Context: an optimization exercise on an open-source flow, tuned for small area and a short achievable clock period. The choices shown serve that exercise and are no tape-out recipe.
Only the layout flow was run in this run; the RTL was not checked for function there.

<file path="constraint.sdc">
create_clock -name core_clock -period 9.5 [get_ports {clk}]
set_input_delay 1.9000 -clock core_clock [delete_from_list [all_inputs] [get_ports {clk}]]
set_output_delay 1.9000 -clock core_clock [all_outputs]
set_load 0.01 [all_outputs]
</file>
<file path="run.sh">
#!/bin/bash
# synth_recipe.tcl (not shown) runs the flow's synth.tcl, then flattens the netlist and writes it again
# the make line also repeats each setting of config.mk as NAME=value (left out here)
make -C /OpenROAD-flow-scripts/flow DESIGN_CONFIG=/design/flow/config.mk WORK_HOME=/design/flow/orfs CLKGATE_MAP_FILE= SYNTH_SCRIPT=/design/flow/synth_recipe.tcl finish
</file>
<file path="design.v">
module recip_rom(input [9:0] m, output reg [9:0] r);
always @* begin
  case (m)
    10'd0: r = 10'd0;
    10'd1: r = 10'd1022;
    10'd2: r = 10'd1020;
    10'd3: r = 10'd1018;
    10'd4: r = 10'd1016;
    10'd5: r = 10'd1014;
    10'd6: r = 10'd1012;
    10'd7: r = 10'd1010;
    10'd8: r = 10'd1008;
    10'd9: r = 10'd1006;
    10'd10: r = 10'd1004;
    10'd11: r = 10'd1002;
    10'd12: r = 10'd1000;
    10'd13: r = 10'd998;
    10'd14: r = 10'd996;
    10'd15: r = 10'd994;
    10'd16: r = 10'd992;
    10'd17: r = 10'd990;
    10'd18: r = 10'd988;
    10'd19: r = 10'd986;
    10'd20: r = 10'd984;
    10'd21: r = 10'd982;
    10'd22: r = 10'd980;
    10'd23: r = 10'd979;
    10'd24: r = 10'd977;
    10'd25: r = 10'd975;
    10'd26: r = 10'd973;
    10'd27: r = 10'd971;
    10'd28: r = 10'd969;
    10'd29: r = 10'd967;
    10'd30: r = 10'd965;
    10'd31: r = 10'd963;
    10'd32: r = 10'd961;
    10'd33: r = 10'd960;
    10'd34: r = 10'd958;
    10'd35: r = 10'd956;
    10'd36: r = 10'd954;
    10'd37: r = 10'd952;
    10'd38: r = 10'd950;
    10'd39: r = 10'd948;
    10'd40: r = 10'd947;
    10'd41: r = 10'd945;
    10'd42: r = 10'd943;
    10'd43: r = 10'd941;
    10'd44: r = 10'd939;
    10'd45: r = 10'd937;
    10'd46: r = 10'd935;
    10'd47: r = 10'd934;
    10'd48: r = 10'd932;
    10'd49: r = 10'd930;
    10'd50: r = 10'd928;
    10'd51: r = 10'd926;
    10'd52: r = 10'd925;
    10'd53: r = 10'd923;
    10'd54: r = 10'd921;
    10'd55: r = 10'd919;
    10'd56: r = 10'd917;
    10'd57: r = 10'd916;
    10'd58: r = 10'd914;
    10'd59: r = 10'd912;
    10'd60: r = 10'd910;
    10'd61: r = 10'd908;
    10'd62: r = 10'd907;
    10'd63: r = 10'd905;
    10'd64: r = 10'd903;
    10'd65: r = 10'd901;
    10'd66: r = 10'd899;
    10'd67: r = 10'd898;
    10'd68: r = 10'd896;
    10'd69: r = 10'd894;
    10'd70: r = 10'd892;
    10'd71: r = 10'd891;
    10'd72: r = 10'd889;
    10'd73: r = 10'd887;
    10'd74: r = 10'd885;
    10'd75: r = 10'd884;
    10'd76: r = 10'd882;
    10'd77: r = 10'd880;
    10'd78: r = 10'd879;
    10'd79: r = 10'd877;
    10'd80: r = 10'd875;
    10'd81: r = 10'd873;
    10'd82: r = 10'd872;
    10'd83: r = 10'd870;
    10'd84: r = 10'd868;
    10'd85: r = 10'd867;
    10'd86: r = 10'd865;
    10'd87: r = 10'd863;
    10'd88: r = 10'd861;
    10'd89: r = 10'd860;
    10'd90: r = 10'd858;
    10'd91: r = 10'd856;
    10'd92: r = 10'd855;
    10'd93: r = 10'd853;
    10'd94: r = 10'd851;
    10'd95: r = 10'd850;
    10'd96: r = 10'd848;
    10'd97: r = 10'd846;
    10'd98: r = 10'd845;
    10'd99: r = 10'd843;
    10'd100: r = 10'd841;
    10'd101: r = 10'd840;
    10'd102: r = 10'd838;
    10'd103: r = 10'd836;
    10'd104: r = 10'd835;
    10'd105: r = 10'd833;
    10'd106: r = 10'd831;
    10'd107: r = 10'd830;
    10'd108: r = 10'd828;
    10'd109: r = 10'd826;
    10'd110: r = 10'd825;
    10'd111: r = 10'd823;
    10'd112: r = 10'd822;
    10'd113: r = 10'd820;
    10'd114: r = 10'd818;
    10'd115: r = 10'd817;
    10'd116: r = 10'd815;
    10'd117: r = 10'd813;
    10'd118: r = 10'd812;
    10'd119: r = 10'd810;
    10'd120: r = 10'd809;
    10'd121: r = 10'd807;
    10'd122: r = 10'd805;
    10'd123: r = 10'd804;
    10'd124: r = 10'd802;
    10'd125: r = 10'd801;
    10'd126: r = 10'd799;
    10'd127: r = 10'd798;
    10'd128: r = 10'd796;
    10'd129: r = 10'd794;
    10'd130: r = 10'd793;
    10'd131: r = 10'd791;
    10'd132: r = 10'd790;
    10'd133: r = 10'd788;
    10'd134: r = 10'd787;
    10'd135: r = 10'd785;
    10'd136: r = 10'd783;
    10'd137: r = 10'd782;
    10'd138: r = 10'd780;
    10'd139: r = 10'd779;
    10'd140: r = 10'd777;
    10'd141: r = 10'd776;
    10'd142: r = 10'd774;
    10'd143: r = 10'd773;
    10'd144: r = 10'd771;
    10'd145: r = 10'd769;
    10'd146: r = 10'd768;
    10'd147: r = 10'd766;
    10'd148: r = 10'd765;
    10'd149: r = 10'd763;
    10'd150: r = 10'd762;
    10'd151: r = 10'd760;
    10'd152: r = 10'd759;
    10'd153: r = 10'd757;
    10'd154: r = 10'd756;
    10'd155: r = 10'd754;
    10'd156: r = 10'd753;
    10'd157: r = 10'd751;
    10'd158: r = 10'd750;
    10'd159: r = 10'd748;
    10'd160: r = 10'd747;
    10'd161: r = 10'd745;
    10'd162: r = 10'd744;
    10'd163: r = 10'd742;
    10'd164: r = 10'd741;
    10'd165: r = 10'd739;
    10'd166: r = 10'd738;
    10'd167: r = 10'd736;
    10'd168: r = 10'd735;
    10'd169: r = 10'd733;
    10'd170: r = 10'd732;
    10'd171: r = 10'd730;
    10'd172: r = 10'd729;
    10'd173: r = 10'd728;
    10'd174: r = 10'd726;
    10'd175: r = 10'd725;
    10'd176: r = 10'd723;
    10'd177: r = 10'd722;
    10'd178: r = 10'd720;
    10'd179: r = 10'd719;
    10'd180: r = 10'd717;
    10'd181: r = 10'd716;
    10'd182: r = 10'd714;
    10'd183: r = 10'd713;
    10'd184: r = 10'd712;
    10'd185: r = 10'd710;
    10'd186: r = 10'd709;
    10'd187: r = 10'd707;
    10'd188: r = 10'd706;
    10'd189: r = 10'd704;
    10'd190: r = 10'd703;
    10'd191: r = 10'd702;
    10'd192: r = 10'd700;
    10'd193: r = 10'd699;
    10'd194: r = 10'd697;
    10'd195: r = 10'd696;
    10'd196: r = 10'd694;
    10'd197: r = 10'd693;
    10'd198: r = 10'd692;
    10'd199: r = 10'd690;
    10'd200: r = 10'd689;
    10'd201: r = 10'd687;
    10'd202: r = 10'd686;
    10'd203: r = 10'd685;
    10'd204: r = 10'd683;
    10'd205: r = 10'd682;
    10'd206: r = 10'd681;
    10'd207: r = 10'd679;
    10'd208: r = 10'd678;
    10'd209: r = 10'd676;
    10'd210: r = 10'd675;
    10'd211: r = 10'd674;
    10'd212: r = 10'd672;
    10'd213: r = 10'd671;
    10'd214: r = 10'd669;
    10'd215: r = 10'd668;
    10'd216: r = 10'd667;
    10'd217: r = 10'd665;
    10'd218: r = 10'd664;
    10'd219: r = 10'd663;
    10'd220: r = 10'd661;
    10'd221: r = 10'd660;
    10'd222: r = 10'd659;
    10'd223: r = 10'd657;
    10'd224: r = 10'd656;
    10'd225: r = 10'd655;
    10'd226: r = 10'd653;
    10'd227: r = 10'd652;
    10'd228: r = 10'd651;
    10'd229: r = 10'd649;
    10'd230: r = 10'd648;
    10'd231: r = 10'd647;
    10'd232: r = 10'd645;
    10'd233: r = 10'd644;
    10'd234: r = 10'd643;
    10'd235: r = 10'd641;
    10'd236: r = 10'd640;
    10'd237: r = 10'd639;
    10'd238: r = 10'd637;
    10'd239: r = 10'd636;
    10'd240: r = 10'd635;
    10'd241: r = 10'd633;
    10'd242: r = 10'd632;
    10'd243: r = 10'd631;
    10'd244: r = 10'd629;
    10'd245: r = 10'd628;
    10'd246: r = 10'd627;
    10'd247: r = 10'd626;
    10'd248: r = 10'd624;
    10'd249: r = 10'd623;
    10'd250: r = 10'd622;
    10'd251: r = 10'd620;
    10'd252: r = 10'd619;
    10'd253: r = 10'd618;
    10'd254: r = 10'd616;
    10'd255: r = 10'd615;
    10'd256: r = 10'd614;
    10'd257: r = 10'd613;
    10'd258: r = 10'd611;
    10'd259: r = 10'd610;
    10'd260: r = 10'd609;
    10'd261: r = 10'd608;
    10'd262: r = 10'd606;
    10'd263: r = 10'd605;
    10'd264: r = 10'd604;
    10'd265: r = 10'd602;
    10'd266: r = 10'd601;
    10'd267: r = 10'd600;
    10'd268: r = 10'd599;
    10'd269: r = 10'd597;
    10'd270: r = 10'd596;
    10'd271: r = 10'd595;
    10'd272: r = 10'd594;
    10'd273: r = 10'd592;
    10'd274: r = 10'd591;
    10'd275: r = 10'd590;
    10'd276: r = 10'd589;
    10'd277: r = 10'd587;
    10'd278: r = 10'd586;
    10'd279: r = 10'd585;
    10'd280: r = 10'd584;
    10'd281: r = 10'd583;
    10'd282: r = 10'd581;
    10'd283: r = 10'd580;
    10'd284: r = 10'd579;
    10'd285: r = 10'd578;
    10'd286: r = 10'd576;
    10'd287: r = 10'd575;
    10'd288: r = 10'd574;
    10'd289: r = 10'd573;
    10'd290: r = 10'd572;
    10'd291: r = 10'd570;
    10'd292: r = 10'd569;
    10'd293: r = 10'd568;
    10'd294: r = 10'd567;
    10'd295: r = 10'd565;
    10'd296: r = 10'd564;
    10'd297: r = 10'd563;
    10'd298: r = 10'd562;
    10'd299: r = 10'd561;
    10'd300: r = 10'd559;
    10'd301: r = 10'd558;
    10'd302: r = 10'd557;
    10'd303: r = 10'd556;
    10'd304: r = 10'd555;
    10'd305: r = 10'd553;
    10'd306: r = 10'd552;
    10'd307: r = 10'd551;
    10'd308: r = 10'd550;
    10'd309: r = 10'd549;
    10'd310: r = 10'd548;
    10'd311: r = 10'd546;
    10'd312: r = 10'd545;
    10'd313: r = 10'd544;
    10'd314: r = 10'd543;
    10'd315: r = 10'd542;
    10'd316: r = 10'd541;
    10'd317: r = 10'd539;
    10'd318: r = 10'd538;
    10'd319: r = 10'd537;
    10'd320: r = 10'd536;
    10'd321: r = 10'd535;
    10'd322: r = 10'd534;
    10'd323: r = 10'd532;
    10'd324: r = 10'd531;
    10'd325: r = 10'd530;
    10'd326: r = 10'd529;
    10'd327: r = 10'd528;
    10'd328: r = 10'd527;
    10'd329: r = 10'd526;
    10'd330: r = 10'd524;
    10'd331: r = 10'd523;
    10'd332: r = 10'd522;
    10'd333: r = 10'd521;
    10'd334: r = 10'd520;
    10'd335: r = 10'd519;
    10'd336: r = 10'd518;
    10'd337: r = 10'd516;
    10'd338: r = 10'd515;
    10'd339: r = 10'd514;
    10'd340: r = 10'd513;
    10'd341: r = 10'd512;
    10'd342: r = 10'd511;
    10'd343: r = 10'd510;
    10'd344: r = 10'd509;
    10'd345: r = 10'd507;
    10'd346: r = 10'd506;
    10'd347: r = 10'd505;
    10'd348: r = 10'd504;
    10'd349: r = 10'd503;
    10'd350: r = 10'd502;
    10'd351: r = 10'd501;
    10'd352: r = 10'd500;
    10'd353: r = 10'd498;
    10'd354: r = 10'd497;
    10'd355: r = 10'd496;
    10'd356: r = 10'd495;
    10'd357: r = 10'd494;
    10'd358: r = 10'd493;
    10'd359: r = 10'd492;
    10'd360: r = 10'd491;
    10'd361: r = 10'd490;
    10'd362: r = 10'd489;
    10'd363: r = 10'd488;
    10'd364: r = 10'd486;
    10'd365: r = 10'd485;
    10'd366: r = 10'd484;
    10'd367: r = 10'd483;
    10'd368: r = 10'd482;
    10'd369: r = 10'd481;
    10'd370: r = 10'd480;
    10'd371: r = 10'd479;
    10'd372: r = 10'd478;
    10'd373: r = 10'd477;
    10'd374: r = 10'd476;
    10'd375: r = 10'd475;
    10'd376: r = 10'd473;
    10'd377: r = 10'd472;
    10'd378: r = 10'd471;
    10'd379: r = 10'd470;
    10'd380: r = 10'd469;
    10'd381: r = 10'd468;
    10'd382: r = 10'd467;
    10'd383: r = 10'd466;
    10'd384: r = 10'd465;
    10'd385: r = 10'd464;
    10'd386: r = 10'd463;
    10'd387: r = 10'd462;
    10'd388: r = 10'd461;
    10'd389: r = 10'd460;
    10'd390: r = 10'd459;
    10'd391: r = 10'd458;
    10'd392: r = 10'd457;
    10'd393: r = 10'd455;
    10'd394: r = 10'd454;
    10'd395: r = 10'd453;
    10'd396: r = 10'd452;
    10'd397: r = 10'd451;
    10'd398: r = 10'd450;
    10'd399: r = 10'd449;
    10'd400: r = 10'd448;
    10'd401: r = 10'd447;
    10'd402: r = 10'd446;
    10'd403: r = 10'd445;
    10'd404: r = 10'd444;
    10'd405: r = 10'd443;
    10'd406: r = 10'd442;
    10'd407: r = 10'd441;
    10'd408: r = 10'd440;
    10'd409: r = 10'd439;
    10'd410: r = 10'd438;
    10'd411: r = 10'd437;
    10'd412: r = 10'd436;
    10'd413: r = 10'd435;
    10'd414: r = 10'd434;
    10'd415: r = 10'd433;
    10'd416: r = 10'd432;
    10'd417: r = 10'd431;
    10'd418: r = 10'd430;
    10'd419: r = 10'd429;
    10'd420: r = 10'd428;
    10'd421: r = 10'd427;
    10'd422: r = 10'd426;
    10'd423: r = 10'd425;
    10'd424: r = 10'd424;
    10'd425: r = 10'd423;
    10'd426: r = 10'd422;
    10'd427: r = 10'd421;
    10'd428: r = 10'd420;
    10'd429: r = 10'd419;
    10'd430: r = 10'd418;
    10'd431: r = 10'd417;
    10'd432: r = 10'd416;
    10'd433: r = 10'd415;
    10'd434: r = 10'd414;
    10'd435: r = 10'd413;
    10'd436: r = 10'd412;
    10'd437: r = 10'd411;
    10'd438: r = 10'd410;
    10'd439: r = 10'd409;
    10'd440: r = 10'd408;
    10'd441: r = 10'd407;
    10'd442: r = 10'd406;
    10'd443: r = 10'd405;
    10'd444: r = 10'd404;
    10'd445: r = 10'd403;
    10'd446: r = 10'd402;
    10'd447: r = 10'd401;
    10'd448: r = 10'd400;
    10'd449: r = 10'd399;
    10'd450: r = 10'd398;
    10'd451: r = 10'd397;
    10'd452: r = 10'd396;
    10'd453: r = 10'd395;
    10'd454: r = 10'd394;
    10'd455: r = 10'd393;
    10'd456: r = 10'd392;
    10'd457: r = 10'd392;
    10'd458: r = 10'd391;
    10'd459: r = 10'd390;
    10'd460: r = 10'd389;
    10'd461: r = 10'd388;
    10'd462: r = 10'd387;
    10'd463: r = 10'd386;
    10'd464: r = 10'd385;
    10'd465: r = 10'd384;
    10'd466: r = 10'd383;
    10'd467: r = 10'd382;
    10'd468: r = 10'd381;
    10'd469: r = 10'd380;
    10'd470: r = 10'd379;
    10'd471: r = 10'd378;
    10'd472: r = 10'd377;
    10'd473: r = 10'd376;
    10'd474: r = 10'd375;
    10'd475: r = 10'd375;
    10'd476: r = 10'd374;
    10'd477: r = 10'd373;
    10'd478: r = 10'd372;
    10'd479: r = 10'd371;
    10'd480: r = 10'd370;
    10'd481: r = 10'd369;
    10'd482: r = 10'd368;
    10'd483: r = 10'd367;
    10'd484: r = 10'd366;
    10'd485: r = 10'd365;
    10'd486: r = 10'd364;
    10'd487: r = 10'd363;
    10'd488: r = 10'd363;
    10'd489: r = 10'd362;
    10'd490: r = 10'd361;
    10'd491: r = 10'd360;
    10'd492: r = 10'd359;
    10'd493: r = 10'd358;
    10'd494: r = 10'd357;
    10'd495: r = 10'd356;
    10'd496: r = 10'd355;
    10'd497: r = 10'd354;
    10'd498: r = 10'd353;
    10'd499: r = 10'd352;
    10'd500: r = 10'd352;
    10'd501: r = 10'd351;
    10'd502: r = 10'd350;
    10'd503: r = 10'd349;
    10'd504: r = 10'd348;
    10'd505: r = 10'd347;
    10'd506: r = 10'd346;
    10'd507: r = 10'd345;
    10'd508: r = 10'd344;
    10'd509: r = 10'd344;
    10'd510: r = 10'd343;
    10'd511: r = 10'd342;
    10'd512: r = 10'd341;
    10'd513: r = 10'd340;
    10'd514: r = 10'd339;
    10'd515: r = 10'd338;
    10'd516: r = 10'd337;
    10'd517: r = 10'd336;
    10'd518: r = 10'd336;
    10'd519: r = 10'd335;
    10'd520: r = 10'd334;
    10'd521: r = 10'd333;
    10'd522: r = 10'd332;
    10'd523: r = 10'd331;
    10'd524: r = 10'd330;
    10'd525: r = 10'd329;
    10'd526: r = 10'd329;
    10'd527: r = 10'd328;
    10'd528: r = 10'd327;
    10'd529: r = 10'd326;
    10'd530: r = 10'd325;
    10'd531: r = 10'd324;
    10'd532: r = 10'd323;
    10'd533: r = 10'd322;
    10'd534: r = 10'd322;
    10'd535: r = 10'd321;
    10'd536: r = 10'd320;
    10'd537: r = 10'd319;
    10'd538: r = 10'd318;
    10'd539: r = 10'd317;
    10'd540: r = 10'd316;
    10'd541: r = 10'd316;
    10'd542: r = 10'd315;
    10'd543: r = 10'd314;
    10'd544: r = 10'd313;
    10'd545: r = 10'd312;
    10'd546: r = 10'd311;
    10'd547: r = 10'd310;
    10'd548: r = 10'd310;
    10'd549: r = 10'd309;
    10'd550: r = 10'd308;
    10'd551: r = 10'd307;
    10'd552: r = 10'd306;
    10'd553: r = 10'd305;
    10'd554: r = 10'd304;
    10'd555: r = 10'd304;
    10'd556: r = 10'd303;
    10'd557: r = 10'd302;
    10'd558: r = 10'd301;
    10'd559: r = 10'd300;
    10'd560: r = 10'd299;
    10'd561: r = 10'd299;
    10'd562: r = 10'd298;
    10'd563: r = 10'd297;
    10'd564: r = 10'd296;
    10'd565: r = 10'd295;
    10'd566: r = 10'd294;
    10'd567: r = 10'd294;
    10'd568: r = 10'd293;
    10'd569: r = 10'd292;
    10'd570: r = 10'd291;
    10'd571: r = 10'd290;
    10'd572: r = 10'd290;
    10'd573: r = 10'd289;
    10'd574: r = 10'd288;
    10'd575: r = 10'd287;
    10'd576: r = 10'd286;
    10'd577: r = 10'd285;
    10'd578: r = 10'd285;
    10'd579: r = 10'd284;
    10'd580: r = 10'd283;
    10'd581: r = 10'd282;
    10'd582: r = 10'd281;
    10'd583: r = 10'd281;
    10'd584: r = 10'd280;
    10'd585: r = 10'd279;
    10'd586: r = 10'd278;
    10'd587: r = 10'd277;
    10'd588: r = 10'd276;
    10'd589: r = 10'd276;
    10'd590: r = 10'd275;
    10'd591: r = 10'd274;
    10'd592: r = 10'd273;
    10'd593: r = 10'd272;
    10'd594: r = 10'd272;
    10'd595: r = 10'd271;
    10'd596: r = 10'd270;
    10'd597: r = 10'd269;
    10'd598: r = 10'd268;
    10'd599: r = 10'd268;
    10'd600: r = 10'd267;
    10'd601: r = 10'd266;
    10'd602: r = 10'd265;
    10'd603: r = 10'd264;
    10'd604: r = 10'd264;
    10'd605: r = 10'd263;
    10'd606: r = 10'd262;
    10'd607: r = 10'd261;
    10'd608: r = 10'd261;
    10'd609: r = 10'd260;
    10'd610: r = 10'd259;
    10'd611: r = 10'd258;
    10'd612: r = 10'd257;
    10'd613: r = 10'd257;
    10'd614: r = 10'd256;
    10'd615: r = 10'd255;
    10'd616: r = 10'd254;
    10'd617: r = 10'd253;
    10'd618: r = 10'd253;
    10'd619: r = 10'd252;
    10'd620: r = 10'd251;
    10'd621: r = 10'd250;
    10'd622: r = 10'd250;
    10'd623: r = 10'd249;
    10'd624: r = 10'd248;
    10'd625: r = 10'd247;
    10'd626: r = 10'd247;
    10'd627: r = 10'd246;
    10'd628: r = 10'd245;
    10'd629: r = 10'd244;
    10'd630: r = 10'd243;
    10'd631: r = 10'd243;
    10'd632: r = 10'd242;
    10'd633: r = 10'd241;
    10'd634: r = 10'd240;
    10'd635: r = 10'd240;
    10'd636: r = 10'd239;
    10'd637: r = 10'd238;
    10'd638: r = 10'd237;
    10'd639: r = 10'd237;
    10'd640: r = 10'd236;
    10'd641: r = 10'd235;
    10'd642: r = 10'd234;
    10'd643: r = 10'd234;
    10'd644: r = 10'd233;
    10'd645: r = 10'd232;
    10'd646: r = 10'd231;
    10'd647: r = 10'd231;
    10'd648: r = 10'd230;
    10'd649: r = 10'd229;
    10'd650: r = 10'd228;
    10'd651: r = 10'd228;
    10'd652: r = 10'd227;
    10'd653: r = 10'd226;
    10'd654: r = 10'd225;
    10'd655: r = 10'd225;
    10'd656: r = 10'd224;
    10'd657: r = 10'd223;
    10'd658: r = 10'd222;
    10'd659: r = 10'd222;
    10'd660: r = 10'd221;
    10'd661: r = 10'd220;
    10'd662: r = 10'd219;
    10'd663: r = 10'd219;
    10'd664: r = 10'd218;
    10'd665: r = 10'd217;
    10'd666: r = 10'd216;
    10'd667: r = 10'd216;
    10'd668: r = 10'd215;
    10'd669: r = 10'd214;
    10'd670: r = 10'd213;
    10'd671: r = 10'd213;
    10'd672: r = 10'd212;
    10'd673: r = 10'd211;
    10'd674: r = 10'd211;
    10'd675: r = 10'd210;
    10'd676: r = 10'd209;
    10'd677: r = 10'd208;
    10'd678: r = 10'd208;
    10'd679: r = 10'd207;
    10'd680: r = 10'd206;
    10'd681: r = 10'd206;
    10'd682: r = 10'd205;
    10'd683: r = 10'd204;
    10'd684: r = 10'd203;
    10'd685: r = 10'd203;
    10'd686: r = 10'd202;
    10'd687: r = 10'd201;
    10'd688: r = 10'd200;
    10'd689: r = 10'd200;
    10'd690: r = 10'd199;
    10'd691: r = 10'd198;
    10'd692: r = 10'd198;
    10'd693: r = 10'd197;
    10'd694: r = 10'd196;
    10'd695: r = 10'd195;
    10'd696: r = 10'd195;
    10'd697: r = 10'd194;
    10'd698: r = 10'd193;
    10'd699: r = 10'd193;
    10'd700: r = 10'd192;
    10'd701: r = 10'd191;
    10'd702: r = 10'd191;
    10'd703: r = 10'd190;
    10'd704: r = 10'd189;
    10'd705: r = 10'd188;
    10'd706: r = 10'd188;
    10'd707: r = 10'd187;
    10'd708: r = 10'd186;
    10'd709: r = 10'd186;
    10'd710: r = 10'd185;
    10'd711: r = 10'd184;
    10'd712: r = 10'd184;
    10'd713: r = 10'd183;
    10'd714: r = 10'd182;
    10'd715: r = 10'd181;
    10'd716: r = 10'd181;
    10'd717: r = 10'd180;
    10'd718: r = 10'd179;
    10'd719: r = 10'd179;
    10'd720: r = 10'd178;
    10'd721: r = 10'd177;
    10'd722: r = 10'd177;
    10'd723: r = 10'd176;
    10'd724: r = 10'd175;
    10'd725: r = 10'd175;
    10'd726: r = 10'd174;
    10'd727: r = 10'd173;
    10'd728: r = 10'd173;
    10'd729: r = 10'd172;
    10'd730: r = 10'd171;
    10'd731: r = 10'd170;
    10'd732: r = 10'd170;
    10'd733: r = 10'd169;
    10'd734: r = 10'd168;
    10'd735: r = 10'd168;
    10'd736: r = 10'd167;
    10'd737: r = 10'd166;
    10'd738: r = 10'd166;
    10'd739: r = 10'd165;
    10'd740: r = 10'd164;
    10'd741: r = 10'd164;
    10'd742: r = 10'd163;
    10'd743: r = 10'd162;
    10'd744: r = 10'd162;
    10'd745: r = 10'd161;
    10'd746: r = 10'd160;
    10'd747: r = 10'd160;
    10'd748: r = 10'd159;
    10'd749: r = 10'd158;
    10'd750: r = 10'd158;
    10'd751: r = 10'd157;
    10'd752: r = 10'd156;
    10'd753: r = 10'd156;
    10'd754: r = 10'd155;
    10'd755: r = 10'd154;
    10'd756: r = 10'd154;
    10'd757: r = 10'd153;
    10'd758: r = 10'd152;
    10'd759: r = 10'd152;
    10'd760: r = 10'd151;
    10'd761: r = 10'd150;
    10'd762: r = 10'd150;
    10'd763: r = 10'd149;
    10'd764: r = 10'd148;
    10'd765: r = 10'd148;
    10'd766: r = 10'd147;
    10'd767: r = 10'd146;
    10'd768: r = 10'd146;
    10'd769: r = 10'd145;
    10'd770: r = 10'd144;
    10'd771: r = 10'd144;
    10'd772: r = 10'd143;
    10'd773: r = 10'd143;
    10'd774: r = 10'd142;
    10'd775: r = 10'd141;
    10'd776: r = 10'd141;
    10'd777: r = 10'd140;
    10'd778: r = 10'd139;
    10'd779: r = 10'd139;
    10'd780: r = 10'd138;
    10'd781: r = 10'd137;
    10'd782: r = 10'd137;
    10'd783: r = 10'd136;
    10'd784: r = 10'd135;
    10'd785: r = 10'd135;
    10'd786: r = 10'd134;
    10'd787: r = 10'd134;
    10'd788: r = 10'd133;
    10'd789: r = 10'd132;
    10'd790: r = 10'd132;
    10'd791: r = 10'd131;
    10'd792: r = 10'd130;
    10'd793: r = 10'd130;
    10'd794: r = 10'd129;
    10'd795: r = 10'd128;
    10'd796: r = 10'd128;
    10'd797: r = 10'd127;
    10'd798: r = 10'd127;
    10'd799: r = 10'd126;
    10'd800: r = 10'd125;
    10'd801: r = 10'd125;
    10'd802: r = 10'd124;
    10'd803: r = 10'd123;
    10'd804: r = 10'd123;
    10'd805: r = 10'd122;
    10'd806: r = 10'd121;
    10'd807: r = 10'd121;
    10'd808: r = 10'd120;
    10'd809: r = 10'd120;
    10'd810: r = 10'd119;
    10'd811: r = 10'd118;
    10'd812: r = 10'd118;
    10'd813: r = 10'd117;
    10'd814: r = 10'd116;
    10'd815: r = 10'd116;
    10'd816: r = 10'd115;
    10'd817: r = 10'd115;
    10'd818: r = 10'd114;
    10'd819: r = 10'd113;
    10'd820: r = 10'd113;
    10'd821: r = 10'd112;
    10'd822: r = 10'd112;
    10'd823: r = 10'd111;
    10'd824: r = 10'd110;
    10'd825: r = 10'd110;
    10'd826: r = 10'd109;
    10'd827: r = 10'd108;
    10'd828: r = 10'd108;
    10'd829: r = 10'd107;
    10'd830: r = 10'd107;
    10'd831: r = 10'd106;
    10'd832: r = 10'd105;
    10'd833: r = 10'd105;
    10'd834: r = 10'd104;
    10'd835: r = 10'd104;
    10'd836: r = 10'd103;
    10'd837: r = 10'd102;
    10'd838: r = 10'd102;
    10'd839: r = 10'd101;
    10'd840: r = 10'd101;
    10'd841: r = 10'd100;
    10'd842: r = 10'd99;
    10'd843: r = 10'd99;
    10'd844: r = 10'd98;
    10'd845: r = 10'd98;
    10'd846: r = 10'd97;
    10'd847: r = 10'd96;
    10'd848: r = 10'd96;
    10'd849: r = 10'd95;
    10'd850: r = 10'd95;
    10'd851: r = 10'd94;
    10'd852: r = 10'd93;
    10'd853: r = 10'd93;
    10'd854: r = 10'd92;
    10'd855: r = 10'd92;
    10'd856: r = 10'd91;
    10'd857: r = 10'd90;
    10'd858: r = 10'd90;
    10'd859: r = 10'd89;
    10'd860: r = 10'd89;
    10'd861: r = 10'd88;
    10'd862: r = 10'd87;
    10'd863: r = 10'd87;
    10'd864: r = 10'd86;
    10'd865: r = 10'd86;
    10'd866: r = 10'd85;
    10'd867: r = 10'd85;
    10'd868: r = 10'd84;
    10'd869: r = 10'd83;
    10'd870: r = 10'd83;
    10'd871: r = 10'd82;
    10'd872: r = 10'd82;
    10'd873: r = 10'd81;
    10'd874: r = 10'd80;
    10'd875: r = 10'd80;
    10'd876: r = 10'd79;
    10'd877: r = 10'd79;
    10'd878: r = 10'd78;
    10'd879: r = 10'd78;
    10'd880: r = 10'd77;
    10'd881: r = 10'd76;
    10'd882: r = 10'd76;
    10'd883: r = 10'd75;
    10'd884: r = 10'd75;
    10'd885: r = 10'd74;
    10'd886: r = 10'd73;
    10'd887: r = 10'd73;
    10'd888: r = 10'd72;
    10'd889: r = 10'd72;
    10'd890: r = 10'd71;
    10'd891: r = 10'd71;
    10'd892: r = 10'd70;
    10'd893: r = 10'd69;
    10'd894: r = 10'd69;
    10'd895: r = 10'd68;
    10'd896: r = 10'd68;
    10'd897: r = 10'd67;
    10'd898: r = 10'd67;
    10'd899: r = 10'd66;
    10'd900: r = 10'd65;
    10'd901: r = 10'd65;
    10'd902: r = 10'd64;
    10'd903: r = 10'd64;
    10'd904: r = 10'd63;
    10'd905: r = 10'd63;
    10'd906: r = 10'd62;
    10'd907: r = 10'd62;
    10'd908: r = 10'd61;
    10'd909: r = 10'd60;
    10'd910: r = 10'd60;
    10'd911: r = 10'd59;
    10'd912: r = 10'd59;
    10'd913: r = 10'd58;
    10'd914: r = 10'd58;
    10'd915: r = 10'd57;
    10'd916: r = 10'd57;
    10'd917: r = 10'd56;
    10'd918: r = 10'd55;
    10'd919: r = 10'd55;
    10'd920: r = 10'd54;
    10'd921: r = 10'd54;
    10'd922: r = 10'd53;
    10'd923: r = 10'd53;
    10'd924: r = 10'd52;
    10'd925: r = 10'd52;
    10'd926: r = 10'd51;
    10'd927: r = 10'd50;
    10'd928: r = 10'd50;
    10'd929: r = 10'd49;
    10'd930: r = 10'd49;
    10'd931: r = 10'd48;
    10'd932: r = 10'd48;
    10'd933: r = 10'd47;
    10'd934: r = 10'd47;
    10'd935: r = 10'd46;
    10'd936: r = 10'd45;
    10'd937: r = 10'd45;
    10'd938: r = 10'd44;
    10'd939: r = 10'd44;
    10'd940: r = 10'd43;
    10'd941: r = 10'd43;
    10'd942: r = 10'd42;
    10'd943: r = 10'd42;
    10'd944: r = 10'd41;
    10'd945: r = 10'd41;
    10'd946: r = 10'd40;
    10'd947: r = 10'd40;
    10'd948: r = 10'd39;
    10'd949: r = 10'd38;
    10'd950: r = 10'd38;
    10'd951: r = 10'd37;
    10'd952: r = 10'd37;
    10'd953: r = 10'd36;
    10'd954: r = 10'd36;
    10'd955: r = 10'd35;
    10'd956: r = 10'd35;
    10'd957: r = 10'd34;
    10'd958: r = 10'd34;
    10'd959: r = 10'd33;
    10'd960: r = 10'd33;
    10'd961: r = 10'd32;
    10'd962: r = 10'd31;
    10'd963: r = 10'd31;
    10'd964: r = 10'd30;
    10'd965: r = 10'd30;
    10'd966: r = 10'd29;
    10'd967: r = 10'd29;
    10'd968: r = 10'd28;
    10'd969: r = 10'd28;
    10'd970: r = 10'd27;
    10'd971: r = 10'd27;
    10'd972: r = 10'd26;
    10'd973: r = 10'd26;
    10'd974: r = 10'd25;
    10'd975: r = 10'd25;
    10'd976: r = 10'd24;
    10'd977: r = 10'd24;
    10'd978: r = 10'd23;
    10'd979: r = 10'd23;
    10'd980: r = 10'd22;
    10'd981: r = 10'd21;
    10'd982: r = 10'd21;
    10'd983: r = 10'd20;
    10'd984: r = 10'd20;
    10'd985: r = 10'd19;
    10'd986: r = 10'd19;
    10'd987: r = 10'd18;
    10'd988: r = 10'd18;
    10'd989: r = 10'd17;
    10'd990: r = 10'd17;
    10'd991: r = 10'd16;
    10'd992: r = 10'd16;
    10'd993: r = 10'd15;
    10'd994: r = 10'd15;
    10'd995: r = 10'd14;
    10'd996: r = 10'd14;
    10'd997: r = 10'd13;
    10'd998: r = 10'd13;
    10'd999: r = 10'd12;
    10'd1000: r = 10'd12;
    10'd1001: r = 10'd11;
    10'd1002: r = 10'd11;
    10'd1003: r = 10'd10;
    10'd1004: r = 10'd10;
    10'd1005: r = 10'd9;
    10'd1006: r = 10'd9;
    10'd1007: r = 10'd8;
    10'd1008: r = 10'd8;
    10'd1009: r = 10'd7;
    10'd1010: r = 10'd7;
    10'd1011: r = 10'd6;
    10'd1012: r = 10'd6;
    10'd1013: r = 10'd5;
    10'd1014: r = 10'd5;
    10'd1015: r = 10'd4;
    10'd1016: r = 10'd4;
    10'd1017: r = 10'd3;
    10'd1018: r = 10'd3;
    10'd1019: r = 10'd2;
    10'd1020: r = 10'd2;
    10'd1021: r = 10'd1;
    10'd1022: r = 10'd1;
    10'd1023: r = 10'd0;
    default: r = 10'd0;
  endcase
end
endmodule
module half_sigmoid(
input rstn,
input clk,
input in_valid,
input [15:0] a,
output out_valid,
output [15:0] c
);
localparam DROWS = 3;               
localparam DSTG  = (12 + DROWS - 1) / DROWS;
localparam LAT   = 7 + DSTG;        
reg [LAT:0] vpipe;
always @(posedge clk)
  if (!rstn) vpipe <= 0;
  else       vpipe <= {vpipe[LAT-1:0], in_valid};
assign out_valid = vpipe[LAT];
reg [15:0] a_r;
always @(posedge clk) a_r <= a;
wire        s_a = a_r[15];
wire [4:0]  E_a = a_r[14:10];
wire [10:0] N_a = {1'b1, a_r[9:0]};
wire [21:0] t_a = N_a * 11'd1477;
wire        t21 = t_a[21];
wire [10:0] ym_a = t21 ? t_a[21:11] : t_a[20:10];
wire [4:0]  ey_a = E_a + {4'b0, t21};
reg  [2:0]  code_a;
always @* begin
  if (E_a >= 5'd18)      code_a = s_a ? 3'd5 : 3'd4;
  else if (E_a <= 5'd4)  code_a = (!s_a && E_a == 5'd1 && a_r[9:1] == 9'd0) ? 3'd7 : 3'd6;
  else                   code_a = 3'd0;
end
reg [10:0] ym_1; reg [4:0] ey_1; reg sy_1; reg [2:0] code_1;
always @(posedge clk) begin
  ym_1 <= ym_a; ey_1 <= ey_a; sy_1 <= ~s_a; code_1 <= code_a;
end
wire        big_b = ey_1 >= 5'd14;
wire [2:0]  ysh_b = ey_1[2:0] - 3'd6;           
wire [14:0] Y_b   = {4'b0, ym_1} << ysh_b;
wire [3:0]  ip_b  = Y_b[14:11] + {3'b0, Y_b[10]};
wire [10:0] Fa_b  = Y_b[10] ? (11'd0 - Y_b[10:0]) : Y_b[10:0];
wire        Fz_b  = (Y_b[10:0] == 11'd0);
reg  [3:0]  lz_b;
integer ib;
always @* begin
  lz_b = 4'd11;
  for (ib = 0; ib < 11; ib = ib + 1)
    if (Fa_b[ib]) lz_b = 4'd10 - ib[3:0];
end
wire [10:0] Fn_b = Fa_b << lz_b;
wire [10:0] fm_b = big_b ? Fn_b : ym_1;
wire [4:0]  fe_b = big_b ? (5'd14 - {1'b0, lz_b}) : ey_1;
wire        fs_b = big_b ? (sy_1 ^ Y_b[10]) : sy_1;
wire        fz_b = big_b & Fz_b;
wire [4:0]  ipv_b = big_b ? (sy_1 ? (5'd0 - {1'b0, ip_b}) : {1'b0, ip_b}) : 5'd0;
reg [10:0] fm_2; reg [4:0] fe_2; reg fs_2, fz_2; reg [4:0] ipv_2; reg [2:0] code_2;
always @(posedge clk) begin
  fm_2 <= fm_b; fe_2 <= fe_b; fs_2 <= fs_b; fz_2 <= fz_b; ipv_2 <= ipv_b; code_2 <= code_1;
end
wire [14:0] fmag_c = {fe_2, fm_2[9:0]};
wire [2:0] j_c = (fmag_c >= 15'h3320) + (fmag_c >= 15'h350a) + (fmag_c >= 15'h362c) +
                 (fmag_c >= 15'h3720) + (fmag_c >= 15'h37f7);
wire [3:0] k_c = (fmag_c >= 15'h3032) + (fmag_c >= 15'h31ee) + (fmag_c >= 15'h3343) +
                 (fmag_c >= 15'h3432) + (fmag_c >= 15'h34b0) + (fmag_c >= 15'h3523) +
                 (fmag_c >= 15'h358c) + (fmag_c >= 15'h35ee) + (fmag_c >= 15'h364a) +
                 (fmag_c >= 15'h36a1) + (fmag_c >= 15'h36f4) + (fmag_c >= 15'h3743) +
                 (fmag_c >= 15'h378f) + (fmag_c >= 15'h37d8);
wire [21:0] tp_c = fm_2 * (11'd1513 + {8'b0, j_c});
wire        tp21 = tp_c[21];
wire [10:0] mp_c = tp21 ? tp_c[21:11] : tp_c[20:10];
wire [4:0]  ep_c = fe_2 + 5'd10 + {4'b0, tp21};
reg [10:0] mp_3; reg [4:0] ep_3; reg [3:0] k_3; reg fs_3, fz_3; reg [4:0] ipv_3; reg [2:0] code_3;
always @(posedge clk) begin
  mp_3 <= mp_c; ep_3 <= ep_c; k_3 <= k_c; fs_3 <= fs_2; fz_3 <= fz_2; ipv_3 <= ipv_2; code_3 <= code_2;
end
wire [4:0]  epe_d = (ep_3 < 5'd16) ? 5'd16 : ep_3;
wire [3:0]  sh_d  = 5'd25 - epe_d;               
wire [10:0] pint_d = mp_3 >> sh_d;
wire [10:0] msk_d  = ~(11'h7ff << sh_d);
wire        stk_d  = |(mp_3 & msk_d);
wire [12:0] q3_d   = {(11'd1092 + {7'b0, k_3}), 2'b00};
wire [12:0] n_d    = fs_3 ? (q3_d + {2'b0, pint_d}) : (q3_d - {2'b0, pint_d} - {12'b0, stk_d});
wire        e27_d  = n_d[12];
wire [10:0] Mq_d   = e27_d ? n_d[12:2] : n_d[11:1];
reg [10:0] drem [0:DSTG];
reg [10:0] dden [0:DSTG];
reg [11:0] dq   [0:DSTG];
reg [4:0]  dep  [0:DSTG];
reg        de27 [0:DSTG];
reg        dfs  [0:DSTG];
reg        dfz  [0:DSTG];
reg [4:0]  dipv [0:DSTG];
reg [2:0]  dcode[0:DSTG];
always @(posedge clk) begin
  drem[0] <= mp_3; dden[0] <= Mq_d; dq[0] <= 12'd0; dep[0] <= ep_3; de27[0] <= e27_d;
  dfs[0] <= fs_3; dfz[0] <= fz_3; dipv[0] <= ipv_3; dcode[0] <= code_3;
end
genvar gs;
generate for (gs = 0; gs < DSTG; gs = gs + 1) begin : dstage
  reg [10:0] rem_o; reg [11:0] q_o;
  reg [11:0] r2; reg [12:0] df;
  integer rr, bit_i;
  always @* begin
    rem_o = drem[gs]; q_o = dq[gs];
    for (rr = 0; rr < DROWS; rr = rr + 1) begin
      bit_i = 11 - (gs*DROWS + rr);
      if (bit_i >= 0) begin
        if (bit_i == 11) r2 = {1'b0, rem_o};
        else             r2 = {rem_o, 1'b0};
        df = {1'b0, r2} - {2'b0, dden[gs]};
        if (!df[12]) begin q_o[bit_i] = 1'b1; rem_o = df[10:0]; end
        else         begin q_o[bit_i] = 1'b0; rem_o = r2[10:0]; end
      end
    end
  end
  always @(posedge clk) begin
    drem[gs+1] <= rem_o; dq[gs+1] <= q_o; dden[gs+1] <= dden[gs];
    dep[gs+1] <= dep[gs]; de27[gs+1] <= de27[gs]; dfs[gs+1] <= dfs[gs];
    dfz[gs+1] <= dfz[gs]; dipv[gs+1] <= dipv[gs]; dcode[gs+1] <= dcode[gs];
  end
end endgenerate
wire [11:0] q12_f = dq[DSTG];
wire [4:0]  ep_f  = dep[DSTG];
wire        bq_f  = q12_f[11];
wire [10:0] dm_f  = bq_f ? q12_f[11:1] : q12_f[10:0];
wire [4:0]  ed_f  = ep_f - 5'd11 - {4'b0, de27[DSTG]} - {4'b0, ~bq_f};
wire [3:0]  sr_f  = 5'd14 - ed_f;                
wire [3:0]  k2_f  = 5'd13 - ed_f;                
wire [10:0] dpos_f = dm_f >> sr_f;
wire [10:0] dneg_f = dm_f >> k2_f;
wire        dstk_f = |(dm_f & ~(11'h7ff << k2_f));
wire [11:0] X_f = dfz[DSTG] ? 12'd2048 :
                  (!dfs[DSTG] ? (12'd2048 + {dpos_f, 1'b0}) :
                                (12'd2048 - {1'b0, dneg_f} - {11'b0, dstk_f}));
reg [11:0] X_6; reg [4:0] ipv_6; reg [2:0] code_6;
always @(posedge clk) begin
  X_6 <= X_f; ipv_6 <= dipv[DSTG]; code_6 <= dcode[DSTG];
end
wire        ipneg_g = ipv_6[4];
wire        ipz_g   = (ipv_6 == 5'd0);
wire [4:0]  nsh_g   = 5'd1 - ipv_6;              
wire [11:0] Xs_g    = X_6 >> nsh_g;
wire [3:0]  psh_g   = 4'd12 - ipv_6[3:0];        
wire [13:0] S_g     = {1'b0, X_6, 1'b0} + (14'd1 << psh_g);
reg  [9:0]  p1m_g; reg [4:0] ep1_g;
always @* begin
  if (ipneg_g || ipz_g) begin
    if (ipz_g && X_6[11]) begin p1m_g = {1'b0, X_6[10:2]}; ep1_g = 5'd16; end
    else                  begin p1m_g = Xs_g[9:0];         ep1_g = 5'd15; end
  end else begin
    if (S_g[13])      begin p1m_g = S_g[12:3]; ep1_g = ipv_6 + 5'd16; end
    else if (S_g[12]) begin p1m_g = S_g[11:2]; ep1_g = ipv_6 + 5'd15; end
    else              begin p1m_g = S_g[10:1]; ep1_g = ipv_6 + 5'd14; end
  end
end
reg [9:0] p1m_7; reg [4:0] ep1_7; reg [2:0] code_7;
always @(posedge clk) begin
  p1m_7 <= p1m_g; ep1_7 <= ep1_g; code_7 <= code_6;
end
wire [9:0] rcp_h;
recip_rom u_rom(.m(p1m_7), .r(rcp_h));
wire [4:0] ce_h = (p1m_7 == 10'd0) ? (5'd30 - ep1_7) : (5'd29 - ep1_7);
reg [15:0] c_h;
always @* begin
  case (code_7)
    3'd4:    c_h = 16'h3c00;
    3'd5:    c_h = 16'h0d81;
    3'd6:    c_h = 16'h3800;
    3'd7:    c_h = 16'hf801;
    default: c_h = {1'b0, ce_h, rcp_h};
  endcase
end
reg [15:0] c_r;
always @(posedge clk) c_r <= c_h;
assign c = c_r;
endmodule
</file>
<file path="config.mk">
export PLATFORM = sky130hd
export DESIGN_NAME = half_sigmoid
export DESIGN_NICKNAME = half_sigmoid
export VERILOG_FILES = /design/flow/design.v
export SDC_FILE = /design/flow/constraint.sdc
export NUM_CORES = 8
export LEC_CHECK = 0
export CAP_MARGIN = 20
export CORE_MARGIN = 2
export CORE_UTILIZATION = 40
export SLEW_MARGIN = 20
</file>
==> key figures <==
Run status
  • First Error: ERROR: TCL interpreter returned an error: Source files actually used in the design:
  • Outcome: did not finish
  • Stage reached: synthesis (1_2_yosys)

Yosys
  • Ys Warns: 11
